This is an optimization exercise on Yosys and OpenROAD, whose aim is small area, not a production implementation.
No driver is modelled on the clock port, so clocking that relies on it looks cheaper here than on a real chip.
Power is estimated from default activity; no workload was simulated.

==> flow/design.v <==
module Fifo(input clk, input rst, input write, input read, input [7:0] dataIn,
 output [7:0] dataOut, output reg dataPresent, output halfFull, output full);
reg [7:0] memory[15:0];
reg [3:0] pointer;
wire zero = ~|pointer;
integer i;
always @(posedge clk) if (write) begin memory[0] <= dataIn; for (i=1;i<16;i=i+1) memory[i] <= memory[i-1]; end
always @(posedge clk) begin
  if (rst) begin pointer <= 0; dataPresent <= 0; end
  else begin
    dataPresent <= write | (dataPresent & ~(zero & read));
    case ({read, write})
      2'b01: if (!full && dataPresent) pointer <= pointer + 1'b1;
      2'b10: if (!zero) pointer <= pointer - 1'b1;
      default: ;
    endcase
  end
end
assign halfFull = pointer[3];
assign full = &pointer;
reg [7:0] rd; always @* begin rd=0; for (i=0;i<16;i=i+1) rd = rd | (memory[i] & {8{pointer==i}}); end
assign dataOut=rd;
endmodule
module Tx8b10b (
    input clk,
    input rst,
    input en,
    input [7:0] dataIn,
    input writeStrobe,
    output dataPresent,
    output halfFull,
    output full,
    output tx
);
wire [7:0] d;
reg readStrobe;
Fifo txFifo (
    .clk(clk), .rst(rst), .write(writeStrobe), .read(readStrobe), .dataIn(dataIn),
    .dataOut(d), .dataPresent(dataPresent), .halfFull(halfFull), .full(full)
);
reg line;
reg [8:0] t;
reg ph;              
reg idle;            
reg rd6;             
reg rd4;             
wire c9 = ph;
wire c0 = idle | (~ph & ~|t[7:0]);
reg [5:0] base6;    
always @* begin
    case (d[4:0])
        5'd0 : base6 = 6'b100111;  5'd1 : base6 = 6'b011101;
        5'd2 : base6 = 6'b101101;  5'd3 : base6 = 6'b110001;
        5'd4 : base6 = 6'b110101;  5'd5 : base6 = 6'b101001;
        5'd6 : base6 = 6'b011001;  5'd7 : base6 = 6'b111000;
        5'd8 : base6 = 6'b111001;  5'd9 : base6 = 6'b100101;
        5'd10: base6 = 6'b010101;  5'd11: base6 = 6'b110100;
        5'd12: base6 = 6'b001101;  5'd13: base6 = 6'b101100;
        5'd14: base6 = 6'b011100;  5'd15: base6 = 6'b010111;
        5'd16: base6 = 6'b011011;  5'd17: base6 = 6'b100011;
        5'd18: base6 = 6'b010011;  5'd19: base6 = 6'b110010;
        5'd20: base6 = 6'b001011;  5'd21: base6 = 6'b101010;
        5'd22: base6 = 6'b011010;  5'd23: base6 = 6'b111010;
        5'd24: base6 = 6'b110011;  5'd25: base6 = 6'b100110;
        5'd26: base6 = 6'b010110;  5'd27: base6 = 6'b110110;
        5'd28: base6 = 6'b001110;  5'd29: base6 = 6'b101110;
        5'd30: base6 = 6'b011110;  default: base6 = 6'b101011;
    endcase
end
wire [31:0] NN6 = 32'he9818117;    
wire [31:0] CP6 = 32'he9818197;    
wire nn6 = NN6[d[4:0]];
wire flip6 = rd6 & CP6[d[4:0]];
wire [5:0] code6 = base6 ^ {6{flip6}};
wire [5:0] fill6 = rd4 ? 6'b110000 : 6'b001111;
wire dpLatch = ~((t[7] == t[6]) & (t[6] == t[5]) & (t[5] == t[4]));
wire useAlt = (t[5] == t[4]) & (t[4] != rd4);
wire [2:0] x4 = dpLatch ? d[7:5] : {~rd4, rd4, ~rd4};
reg [3:0] base4;    
always @* begin
    case (x4)
        3'd0: base4 = 4'b1011;  3'd1: base4 = 4'b1001;
        3'd2: base4 = 4'b0101;  3'd3: base4 = 4'b1100;
        3'd4: base4 = 4'b1101;  3'd5: base4 = 4'b1010;
        3'd6: base4 = 4'b0110;  default: base4 = useAlt ? 4'b0111 : 4'b1110;
    endcase
end
wire nn4 = (x4 == 3'd0) | (x4 == 3'd4) | (x4 == 3'd7);
wire flip4 = rd4 & (nn4 | (x4 == 3'd3));
wire [3:0] code4 = base4 ^ {4{flip4}};
wire [3:0] fill4 = rd4 ? 4'b0101 : 4'b1010;
assign tx = line;
wire [5:0] L6 = (dataPresent ? base6 : 6'b001111) ^ {6{dataPresent ? flip6 : rd4}};    
wire [3:0] L4 = code4;        
always @(posedge clk) begin
    if (rst) begin
        rd6 <= 1'b0;
        rd4 <= 1'b0;
        ph <= 1'b0;
        idle <= 1'b1;
        line <= 1'b0;
    end
    else if (en) begin
        idle <= 1'b0;
        ph <= c0;
        line <= c0 ? L6[5] : t[8];
        if (c0) begin
            if (dataPresent) rd4 <= rd6 ^ nn6;
            else rd6 <= rd4;
        end
        else if (c9) begin
            rd6 <= rd4 ^ nn4;
            if (~dpLatch) rd4 <= ~rd4;
        end
    end
end
always @(posedge clk) begin
    readStrobe <= en & c9 & dpLatch;
    if (en) begin
        t[8:5] <= c0 ? L6[4:1] : t[7:4];
        t[4]   <= c0 ? L6[0] : c9 ? L4[3] : t[3];
        t[3:1] <= c9 ? L4[2:0] : t[2:0];
        t[0]   <= c9;
    end
end
endmodule
clock: 5.0 ns
lec_check: 0
cap_margin: 20
core_margin: 2
core_utilization: 75
slew_margin: 20
standard.sh (not shown) runs the stock make flow with config.mk's settings and CLKGATE_MAP_FILE= SYNTH_SCRIPT=/design/flow/synth_recipe.tcl, a recipe that flattens the netlist after the stock synthesis.
==> flow/flow/run.sh <==
#!/bin/bash
# Own flow: the standard ORFS flow, with synthesis using an area-oriented ABC script
# (flow/abc.script) and no half-adder extraction, and a leaner clock tree.
set -euo pipefail
W=$PWD
export OWN_ABC_SCRIPT=$W/flow/abc.script
bash standard.sh synth SYNTH_SCRIPT=$W/flow/my_synth.tcl > $W/own_synth.log 2>&1
export CTS_ARGS="-sink_clustering_enable -repair_clock_nets -dont_use_dummy_load -buf_list sky130_fd_sc_hd__clkbuf_4 -root_buf sky130_fd_sc_hd__clkbuf_8"
export POST_CTS_TCL=$W/flow/post_cts.tcl
export OWN_CLK_SLEW=0.112
export POST_GLOBAL_PLACE_TCL=$W/flow/post_gp.tcl
export BUFFER_PORTS_ARGS="-buffer_cell sky130_fd_sc_hd__buf_1"
bash standard.sh > $W/own_flow.log 2>&1
==> flow/flow/post_gp.tcl <==
# Drop the buffers that timing-driven global placement put on internal nets
# (not those on the input ports' fan-out); repair_design in the resize step
# adds back whatever slew or capacitance still needs.
set own_bufs {}
foreach inst [get_cells place*] {
  if { ![string match "sky130_fd_sc_hd__buf_*" [get_property $inst ref_name]] } { continue }
  set in [get_pins -of_objects $inst -filter "direction == input"]
  set drv [get_pins -of_objects [get_nets -of_objects $in] -filter "direction == output"]
  if { [llength $drv] == 0 } { continue }
  if { [string match "input*" [get_full_name [get_cells -of_objects $drv]]] } { continue }
  lappend own_bufs $inst
}
puts "post_gp: removing [llength $own_bufs] buffers"
if { [llength $own_bufs] > 0 } {
  remove_buffers $own_bufs
  estimate_parasitics -placement
}
Other scripts of this flow, unchanged in this note and not shown: flow/flow/abc.script, flow/flow/my_synth.tcl, flow/flow/post_cts.tcl
Change:
==> flow/flow/post_gp.tcl (replaced) <==
# Drop the buffers that timing-driven global placement put on internal nets
# (not the port buffers, nor buffers on the input ports' fan-out); the resize
# step's repair_design adds back whatever slew or capacitance still needs.
set own_n 0
foreach inst [get_cells place*] {
  if { ![string match "sky130_fd_sc_hd__buf_*" [get_property $inst ref_name]] } { continue }
  set name [get_full_name $inst]
  set in_net [get_nets -of_objects [get_pins $name/A]]
  set out_net [get_nets -of_objects [get_pins $name/X]]
  set drv [get_pins -of_objects $in_net -filter "direction == output"]
  if { [llength $drv] != 1 } { continue }
  if { [string match "input*" [get_full_name [get_cells -of_objects $drv]]] } { continue }
  if { [llength [get_ports -quiet -of_objects $out_net]] > 0 } { continue }
  if { [llength [get_ports -quiet -of_objects $in_net]] > 0 } { continue }
  foreach pin [get_pins -of_objects $out_net -filter "direction == input"] {
    disconnect_pin $out_net $pin
    connect_pin $in_net $pin
  }
  disconnect_pin $in_net [get_pins $name/A]
  disconnect_pin $out_net [get_pins $name/X]
  delete_instance $inst
  delete_net $out_net
  incr own_n
}
puts "post_gp: removed $own_n buffers"
estimate_parasitics -placement
The changed run finished with timing, DRC and antenna clean.
Worst setup slack gets worse by 0.041 ns.
Die area does not change.
Total power came out higher by 1.9%.
First-iteration DRC count goes up by 0.46%.
Cell count rose by 2.9%.
Cell area grows by 1.1%.
Function was not checked in any run of this note: the RTL went through the layout flow alone.

## port drivers added, routing unchanged
No port has a modelled driver above. Below, the same layouts with a new extraction and two added sets of constraints.
Step 1 sets driving cells, clkbuf_16 on the clock port and buf_2 on the other inputs (assumed; they add their load-dependent delay and slew).
Step 2 times the ports against the registers' clock, not the clock port: input delays grow and output delays shrink by t, the midpoint of the rising clock arrivals with the driver on.
Three values: no drivers, after step 1, after step 2; two values: the first two.
run	t (ns)	setup slack, ns	hold WS [ns]	worst data-port slew with drivers (ns)	max-slew violations	max-capacitance violations	cell pins on the clock port's net
the first run	0.430	0.577 / 0.577 / 0.577	0.437 / 0.437 / 0.437	2.74	0 / 132	0 / 1	1
the second run	0.442	0.536 / 0.536 / 0.536	0.440 / 0.440 / 0.440	0.04	0 / 0	0 / 0	1
After both steps every run listed still meets setup and hold. The drivers bring new slew violations in the first run. With drivers on, capacitance violations rise in the first run.
